Context: an optimization exercise on an open-source flow, tuned for small area and a short achievable clock period. The choices shown serve that exercise and are no tape-out recipe. Only simulation tests tie the RTL to the original design; equivalence was not proved.

==> flow/design.v <==
module lf_fa(input a, input b, input c, output s, output co);
    assign s  = a ^ b ^ c;
    assign co = (a & b) | (a & c) | (b & c);
endmodule
module lf_next(input z0, input z1, input x0, input d, input self,
               input load, input data, output n);
    wire c0 = x0 ^ d;
    wire y  = x0 & d;
    assign n = load ? data : (~z1 & (z0 ^ y) & (c0 | self));
endmodule
module top_module(
    input clk,
    input load,
    input [255:0] data,
    output reg [255:0] q );
    wire [255:0] v0, v1, nxt;
    genvar i, j;
    generate
        for (i = 0; i < 16; i = i + 1) begin : row
            for (j = 0; j < 16; j = j + 1) begin : col
                lf_fa uv (.a(q[((i+15)%16)*16+j]), .b(q[i*16+j]), .c(q[((i+1)%16)*16+j]),
                          .s(v0[i*16+j]), .co(v1[i*16+j]));
            end
            for (j = 0; j < 16; j = j + 1) begin : cl
                localparam M = i*16+j;
                localparam L = i*16+((j+15)%16);
                localparam R = i*16+((j+1)%16);
                wire x0, x1, z0, z1;
                lf_fa ux (.a(v0[L]), .b(v0[R]), .c(q[((i+15)%16)*16+j]), .s(x0), .co(x1));
                lf_fa uz (.a(v1[L]), .b(v1[R]), .c(x1), .s(z0), .co(z1));
                lf_next un (.z0(z0), .z1(z1), .x0(x0), .d(q[((i+1)%16)*16+j]), .self(q[M]),
                            .load(load), .data(data[M]), .n(nxt[M]));
            end
        end
    endgenerate
    always @(posedge clk)
        q <= nxt;
endmodule
export LEC_CHECK = 0
export CAP_MARGIN = 20
export CORE_MARGIN = 2
export CORE_UTILIZATION = 60
export CTS_BUF_LIST = sky130_fd_sc_hd__clkbuf_8
export CTS_CLUSTER_DIAMETER = 60
export CTS_CLUSTER_SIZE = 30
export SLEW_MARGIN = 20
export SYNTH_HIERARCHICAL = 1
export SYNTH_MINIMUM_KEEP_SIZE = 0
export BUFFER_PORTS_ARGS = -buffer_cell sky130_fd_sc_hd__buf_1
export POST_FLOORPLAN_TCL = /design/flow/flow/resize.tcl
export FF_CELL = sky130_fd_sc_hd__dfxtp_4
create_clock -name core_clock -period 5.0 [get_ports {clk}]
standard.sh (not shown) runs the stock make flow with config.mk's settings and CLKGATE_MAP_FILE= SYNTH_SCRIPT=/design/flow/synth_recipe.tcl, a recipe that flattens the netlist after the stock synthesis.
==> flow/flow/run.sh <==
#!/bin/bash
# Layout flow: the standard ORFS flow (standard.sh), with
#  - port buffers made from $PORT_BUF instead of the default delay buffer,
#  - after floorplan, cells resized by flow/resize.tcl (flip-flops to a
#    stronger drive, oversized logic gates back to size 1).
# Each tool's output goes to the logs under orfs/logs and to standard.log here.
set -euo pipefail
here=$(pwd)
source "$here/flow/opts.sh"
{
  echo "export BUFFER_PORTS_ARGS = -buffer_cell $PORT_BUF"
  echo "export POST_FLOORPLAN_TCL = $here/flow/resize.tcl"
  echo "export FF_CELL = $FF_CELL"
} >> "$FLOW_CONFIG"
bash standard.sh > standard.log 2>&1
==> flow/flow/opts.sh <==
PORT_BUF=sky130_fd_sc_hd__buf_1
FF_CELL=sky130_fd_sc_hd__dfxtp_4
==> flow/flow/resize.tcl <==
# Resize cells after floorplan: flip-flops to $FF_CELL, and the
# "_2" sizes that synthesis picked for single logic gates back to "_1".
set n_ff 0
set n_dn 0
foreach inst [[ord::get_db_block] getInsts] {
  set m [[$inst getMaster] getName]
  set name [$inst getName]
  if {$m eq "sky130_fd_sc_hd__dfxtp_1" && $m ne $::env(FF_CELL)} {
    replace_cell [get_cells $name] [get_lib_cells $::env(FF_CELL)]
    incr n_ff
  } elseif {[regexp {^(sky130_fd_sc_hd__(o41ai|o31ai|a31oi|nor4bb|o21ai|a21oi|nand2|nor2|xnor2|xor2))_2$} $m -> base]} {
    replace_cell [get_cells $name] [get_lib_cells ${base}_1]
    incr n_dn
  }
}
puts "resize.tcl: $n_ff flip-flops to $::env(FF_CELL), $n_dn gates to size 1"
Change:
--- a/flow/config.mk
+++ b/flow/config.mk
@@ -10,4 +10,2 @@
-export CORE_UTILIZATION = 60
-export CTS_BUF_LIST = sky130_fd_sc_hd__clkbuf_8
-export CTS_CLUSTER_DIAMETER = 60
-export CTS_CLUSTER_SIZE = 30
+export CORE_UTILIZATION = 40
+export CTS_CLUSTER_SIZE = 32
=> Area after synthesis is unchanged; setup slack degrades by 0.016 ns; hold slack improves by 0.037 ns; count of clock-buffer cells in the layout grows by 7; global-route usage came out lower by 9.9 points; die area is higher by well over a third.
Change:
==> flow/flow/opts.sh (replaced) <==
PORT_BUF=sky130_fd_sc_hd__buf_1
FF_CELL=sky130_fd_sc_hd__dfxtp_2
--- a/flow/flow/resize.tcl
+++ b/flow/flow/resize.tcl
@@ -2,0 +3 @@
+set ff [get_lib_cell $::env(FF_CELL)]
@@ -5,3 +6,2 @@
-foreach inst [[ord::get_db_block] getInsts] {
-  set m [[$inst getMaster] getName]
-  set name [$inst getName]
+foreach inst [get_cells *] {
+  set m [get_property [get_property $inst lib_cell] name]
@@ -9 +9 @@
-    replace_cell [get_cells $name] [get_lib_cells $::env(FF_CELL)]
+    replace_cell $inst $ff
@@ -12 +12 @@
-    replace_cell [get_cells $name] [get_lib_cells ${base}_1]
+    replace_cell $inst [get_lib_cell ${base}_1]
--- a/flow/config.mk
+++ b/flow/config.mk
@@ -11 +10,0 @@
-export CTS_CLUSTER_SIZE = 32
@@ -17 +16 @@
-export FF_CELL = sky130_fd_sc_hd__dfxtp_4
+export FF_CELL = sky130_fd_sc_hd__dfxtp_2
Outcome: With this change the flow did not get past 2_1_floorplan; synthesized area stays the same; synthesized cell count does not change.
Change:
==> flow/run.sh (new file) <==
#!/bin/bash
# synth_recipe.tcl (not shown) runs the flow's synth.tcl, then flattens the netlist and writes it again
# the make line also repeats each setting of config.mk as NAME=value (left out here)
make -C /OpenROAD-flow-scripts/flow DESIGN_CONFIG=/design/flow/config.mk WORK_HOME=/design/flow/orfs CLKGATE_MAP_FILE= SYNTH_SCRIPT=/design/flow/synth_recipe.tcl finish
--- a/flow/config.mk
+++ b/flow/config.mk
@@ -12,5 +11,0 @@
-export SYNTH_HIERARCHICAL = 1
-export SYNTH_MINIMUM_KEEP_SIZE = 0
-export BUFFER_PORTS_ARGS = -buffer_cell sky130_fd_sc_hd__buf_1
-export POST_FLOORPLAN_TCL = /design/flow/flow/resize.tcl
-export FF_CELL = sky130_fd_sc_hd__dfxtp_2
removed: flow/flow/run.sh
removed: flow/flow/opts.sh
removed: flow/flow/resize.tcl
removed: flow/standard.sh
Effect: This time the run went through all stages and came out clean; area after synthesis rose by 8.3%; synthesized cell count rose by 39%.
Change:
==> flow/flow/run.sh (new file) <==
#!/bin/bash
# Layout flow: the standard ORFS flow (standard.sh), with
#  - port buffers made from $PORT_BUF instead of the default delay buffer,
#  - after floorplan, cells resized by flow/resize.tcl (flip-flops to a
#    stronger drive, oversized logic gates back to size 1).
# Each tool's output goes to the logs under orfs/logs and to standard.log here.
set -euo pipefail
here=$(pwd)
source "$here/flow/opts.sh"
{
  echo "export BUFFER_PORTS_ARGS = -buffer_cell $PORT_BUF"
  echo "export POST_FLOORPLAN_TCL = $here/flow/resize.tcl"
  echo "export FF_CELL = $FF_CELL"
} >> "$FLOW_CONFIG"
bash standard.sh > standard.log 2>&1
==> flow/flow/opts.sh (new file) <==
PORT_BUF=sky130_fd_sc_hd__buf_1
FF_CELL=sky130_fd_sc_hd__dfxtp_4
==> flow/flow/resize.tcl (new file) <==
# Resize cells after floorplan: flip-flops to $FF_CELL, and the
# "_2" sizes that synthesis picked for single logic gates back to "_1".
set ff [get_lib_cell $::env(FF_CELL)]
set n_ff 0
set n_dn 0
foreach inst [get_cells *] {
  set m [get_property [get_property $inst lib_cell] name]
  if {$m eq "sky130_fd_sc_hd__dfxtp_1" && $m ne $::env(FF_CELL)} {
    replace_cell $inst $ff
    incr n_ff
  } elseif {[regexp {^(sky130_fd_sc_hd__(o41ai|o31ai|a31oi|nor4bb|o21ai|a21oi|nand2|nor2|xnor2|xor2))_2$} $m -> base]} {
    replace_cell $inst [get_lib_cell ${base}_1]
    incr n_dn
  }
}
puts "resize.tcl: $n_ff flip-flops to $::env(FF_CELL), $n_dn gates to size 1"
==> flow/standard.sh (new file) <==
#!/bin/bash
# synth_recipe.tcl (not shown) runs the flow's synth.tcl, then flattens the netlist and writes it again
# the make line also repeats each setting of config.mk as NAME=value (left out here)
make -C /OpenROAD-flow-scripts/flow DESIGN_CONFIG=/design/flow/config.mk WORK_HOME=/design/flow/orfs CLKGATE_MAP_FILE= SYNTH_SCRIPT=/design/flow/synth_recipe.tcl "${@:-finish}"
--- a/flow/config.mk
+++ b/flow/config.mk
@@ -10,0 +11 @@
+export CTS_CLUSTER_SIZE = 32
@@ -11,0 +13,5 @@
+export SYNTH_HIERARCHICAL = 1
+export SYNTH_MINIMUM_KEEP_SIZE = 0
+export BUFFER_PORTS_ARGS = -buffer_cell sky130_fd_sc_hd__buf_1
+export POST_FLOORPLAN_TCL = /design/flow/flow/resize.tcl
+export FF_CELL = sky130_fd_sc_hd__dfxtp_4
removed: flow/run.sh
After rerunning: This time the run did not get past 2_1_floorplan. Area after synthesis went down by a little under a tenth. Synthesized cell count went down by a quarter to a third.

-- separate check: timing with driven ports --
No port has a modelled driver above. Below, the same layouts with a new extraction and two added sets of constraints. Step 1, drivers: a clkbuf_16 drives clk and a buf_2 each remaining input, both assumed. Step 2 also shifts input and output timing later by t, the mid clock arrival at the registers, as if the neighbouring blocks saw the same clock. Slacks: ideal / step 1 / step 2; pairs: ideal / step 1.
run | shift t [ns] | slack for setup (ns) | worst setup path after step 2 | worst slew at a driven data input, ns
the first run | 0.685 | 2.468 / 2.468 / 2.231 | input to register | 0.12
the second run | 0.612 | 2.452 / 2.452 / 2.154 | input to register | 0.17
the fourth run | 0.621 | 1.970 / 1.905 / 2.201 | register to register | 0.11
After both steps every run listed still meets setup and hold. For the second run, which loses most, drivers alone change the setup slack by 0.000 ns; drivers and shift together by -0.298 ns.
